Source: an optimization exercise on an open RTL-to-GDS flow (aim: small area, a short achievable clock period and few clock cycles). Production flows keep margins and buffers that such runs may drop.
Where RTL was checked, it was by simulation tests only, not by an equivalence proof against the original.

Setup of alpha:
## rsa_encrypt
module rsa_encrypt(input clk, reset_n, compute,
                   input [31:0] M, e, n,
                   output logic [31:0] C,
                   output logic encrypt_done);
Size: roughly 790 cells after synthesis, ~52 flip-flops, about 130 I/O pins.
clock: 5.0 ns
lec_check: 0
cap_margin: 20
core_margin: 2
core_utilization: 40
place_density: 0.6
setup_slack_margin: 1.5
slew_margin: 20
standard.sh (not shown) runs the stock make flow with config.mk's settings and CLKGATE_MAP_FILE= SYNTH_SCRIPT=/design/flow/synth_recipe.tcl, a recipe that flattens the netlist after the stock synthesis.
==> flow/flow/run.sh <==
#!/bin/bash
# The standard layout, with the port buffers made from the smallest buffer
# cell instead of the delay cell buffer_ports picks by default.
set -euo pipefail
export BUFFER_PORTS_ARGS="-buffer_cell sky130_fd_sc_hd__buf_1"
bash standard.sh > standard_flow.log 2>&1
alpha did not stop at any stage, and its layout met the timing, design-rule and antenna checks.
Testbench counts of alpha, summed over its fixed seeds: cycles 5,140.
Changes in beta relative to alpha:
- putting CTS_BUF_LIST at sky130_fd_sc_hd__clkbuf_8 where nothing was set
--- outcome ---
Changes observed in beta relative to alpha: fraction of area in clock buffers and inverters went down 0.70 points.
The following lists how gamma was set up differently from beta:
- SETUP_SLACK_MARGIN: 1.5 -> 1.0
Notes after the runs:
gamma was carried through to the last stage, and its layout satisfied the timing, design-rule and antenna checks. gamma vs beta, highest metal layer with signal wires: met5 vs met4. Compared to beta, gamma has routed wire length about 3% lower. Lower final cycle utilization of the critical path was reported by beta, not gamma. beta → gamma: die area now sits at about the same level, register fraction of the total cell area now sits higher.


Setup of job 101:
rsa_encrypt, a different RTL version from the one above (not shown whole).
Size: roughly 130 I/O pins, about 0.0067 mm² of cells after synthesis.
Design rsa_encrypt, start of the top module:
module rsa_encrypt(input clk, reset_n, compute,
                   input [31:0] M, e, n,
                   output logic [31:0] C,
                   output logic encrypt_done);
export LEC_CHECK = 0
export CAP_MARGIN = 20
export CORE_MARGIN = 2
export CORE_UTILIZATION = 40
export CTS_BUF_LIST = sky130_fd_sc_hd__clkbuf_8
export PLACE_DENSITY = 0.6
export SETUP_SLACK_MARGIN = 2.0
export SLEW_MARGIN = 20
create_clock -name core_clock -period 5.0 [get_ports {clk}]
Scripts as last shown in full above: flow/flow/run.sh
Job 101 has completed all stages; timing, DRC and antenna checks passed.
Here is what was changed in the inputs of job 102 compared with job 101.
# job 101
export LEC_CHECK = 0
export CAP_MARGIN = 20
export CORE_MARGIN = 2
export CORE_UTILIZATION = 40
export CTS_BUF_LIST = sky130_fd_sc_hd__clkbuf_8
export PLACE_DENSITY = 0.6
export SETUP_SLACK_MARGIN = 2.0
export SLEW_MARGIN = 20
create_clock -name core_clock -period 5.0 [get_ports {clk}]
# job 102
export LEC_CHECK = 0
export CAP_MARGIN = 20
export CORE_MARGIN = 2
export CORE_UTILIZATION = 40
export CTS_BUF_LIST = sky130_fd_sc_hd__clkbuf_8
export PLACE_DENSITY = 0.6
export SETUP_SLACK_MARGIN = 1.5
export SLEW_MARGIN = 20
create_clock -name core_clock -period 5.0 [get_ports {clk}]
### Flow results
Per the comparison of job 102 with job 101, maximum clock frequency picked up an extra about 1.2%, half-perimeter wire length of the detailed placement result lost about 1.3%, clock transition at the register clock pins on the worst setup and hold paths after CTS neither gained nor lost much, routed length on met2 lost about 4%, growth of design area from synthesis to finish neither gained nor lost much.
As far as total die area goes, job 102 and job 101 are indistinguishable; the numbers are identical.
In terms of global-route wire length before repair, job 101 and job 102 differ only marginally.
Overall global routing resource usage of job 102 is on par with job 101.
No functional check of the RTL was part of any run of this note.


amber:
Another version of the RTL of rsa_encrypt (not shown whole).
For scale: about 810 cells after synthesis, ~63 flip-flops, roughly 130 I/O pins.
## rsa_encrypt
module rsa_encrypt(input clk, reset_n, compute,
                   input [31:0] M, e, n,
                   output logic [31:0] C,
                   output logic encrypt_done);
  logic        busy, first, mul, yb, eb;
  logic [4:0]  i;       
  logic [3:0]  j;       
  logic [15:0] acc, X, nr;
  function automatic [4:0] msb32(input [31:0] v);
    msb32 = 5'd0;
    for (int k = 1; k < 32; k++) if (v[k]) msb32 = k[4:0];
  endfunction
  function automatic [3:0] msb16(input [15:0] v);
    msb16 = 4'd0;
    for (int k = 1; k < 16; k++) if (v[k]) msb16 = k[3:0];
  endfunction
  always_ff @(posedge clk) nr <= n[15:0];
  wire [3:0]  jtop = msb16(nr);
  wire [4:0]  itop = msb32(e);
  wire [15:0] Y    = mul ? M[15:0] : X;
  wire [18:0] x  = {2'b0, acc, 1'b0};
  wire [18:0] y  = yb ? {3'b0, X} : 19'd0;
  wire [18:0] z1 = ~{3'b0, nr};
  wire [18:0] z2 = ~{2'b0, nr, 1'b0};
  wire [18:0] s1 = x ^ y ^ z1;
  wire [18:0] c1 = {(x[17:0] & y[17:0]) | (x[17:0] & z1[17:0]) | (y[17:0] & z1[17:0]), 1'b1};
  wire [18:0] s2 = x ^ y ^ z2;
  wire [18:0] c2 = {(x[17:0] & y[17:0]) | (x[17:0] & z2[17:0]) | (y[17:0] & z2[17:0]), 1'b1};
  wire [18:0] t0 = x + y;
  wire [18:0] t1 = s1 + c1;    
  wire [18:0] t2 = s2 + c2;    
  wire [15:0] acc_n = !t2[18] ? t2[15:0] : (!t1[18] ? t1[15:0] : t0[15:0]);
  wire last = !first && j == 4'd0;
  always_ff @(posedge clk, negedge reset_n) begin
    if (!reset_n) begin
      busy <= 1'b0;
      encrypt_done <= 1'b0;
    end else if (busy) begin
      if (last && !(!mul && eb) && i == 5'd0) begin
        busy <= 1'b0;
        encrypt_done <= 1'b1;
      end
    end else if (encrypt_done) begin
      if (!compute) encrypt_done <= 1'b0;
    end else if (compute) begin
      if (itop == 5'd0) encrypt_done <= 1'b1;
      else busy <= 1'b1;
    end
  end
  always_ff @(posedge clk) begin
    eb <= e[i];
    if (busy) begin
      if (first) begin
        acc <= Y[jtop] ? X : 16'd0;
        yb <= Y[jtop - 4'd1];
        j <= jtop - 4'd1;
        first <= 1'b0;
      end else if (!last) begin
  ...
make LEC_CHECK=0 ABC_CLOCK_PERIOD_IN_PS=2000 CAP_MARGIN=20 CORE_MARGIN=2 CORE_UTILIZATION=40 PLACE_DENSITY=0.6 SETUP_SLACK_MARGIN=2.5 SLEW_MARGIN=20 finish   # period 5.0 ns
run.sh (not shown) runs the stock make flow with config.mk's settings and CLKGATE_MAP_FILE= SYNTH_SCRIPT=/design/flow/synth_recipe.tcl, a recipe that flattens the netlist after the stock synthesis.
Stock flow here: none of the scripts above is used.
#### Input delta (quartz over amber)
Settings: swapping 2.5 for 1.5 in SETUP_SLACK_MARGIN; swapping 2000 for 3000 in ABC_CLOCK_PERIOD_IN_PS.
[quartz vs amber] data required time of the critical path: lower in quartz. Worst setup slack: quartz < amber. Diff amber -> quartz: met2 usage in global routing lower, register-to-register setup slack moved down, via count lost 282. Of quartz and amber, the run reporting the lower finished layout cell area was quartz. From amber to quartz the numbers moved as follows: layout clock buffer count increased by 2 relative to the old numbers; detail-routed via count per cell decreased by about 2.8% relative to the old numbers; relative area change from synthesis to final layout decreased by 8.2 points relative to the old numbers.
Function was not checked in any run of this note: the RTL went through the layout flow alone.

separate check: timing with driven ports:
In the flow no input, the clock included, has a driving cell. The finished layouts below were timed again as built, in two steps.
Step 1: set_driving_cell puts a clkbuf_16 on clk and a buf_2 on each other input, an assumption about the parent block.
Step 2 also shifts input and output timing later by t, the mid clock arrival at the registers, as if the neighbouring blocks saw the same clock.
Slacks: no drivers / after step 1 / after step 2; pairs: no drivers / after step 1.
run | shift t [ns] | setup WS [ns] | worst data-port slew with drivers (ns)
alpha | 0.335 | 1.439 / 1.453 / 1.118 | 0.06
beta | 0.347 | 1.466 / 1.475 / 1.128 | 0.06
gamma | 0.361 | 1.211 / 1.218 / 0.857 | 0.07
job 101 | 0.345 | 1.386 / 1.364 / 1.019 | 0.05
job 102 | 0.347 | 1.429 / 1.409 / 1.063 | 0.05
amber | 0.392 | 1.268 / 1.268 / 1.268 | 0.05
quartz | 0.387 | 1.238 / 1.238 / 1.238 | 0.05
After both steps every run listed still meets setup and hold. The setup slack of job 101, which loses most, moves by -0.022 ns with the drivers and by -0.367 ns with both steps.
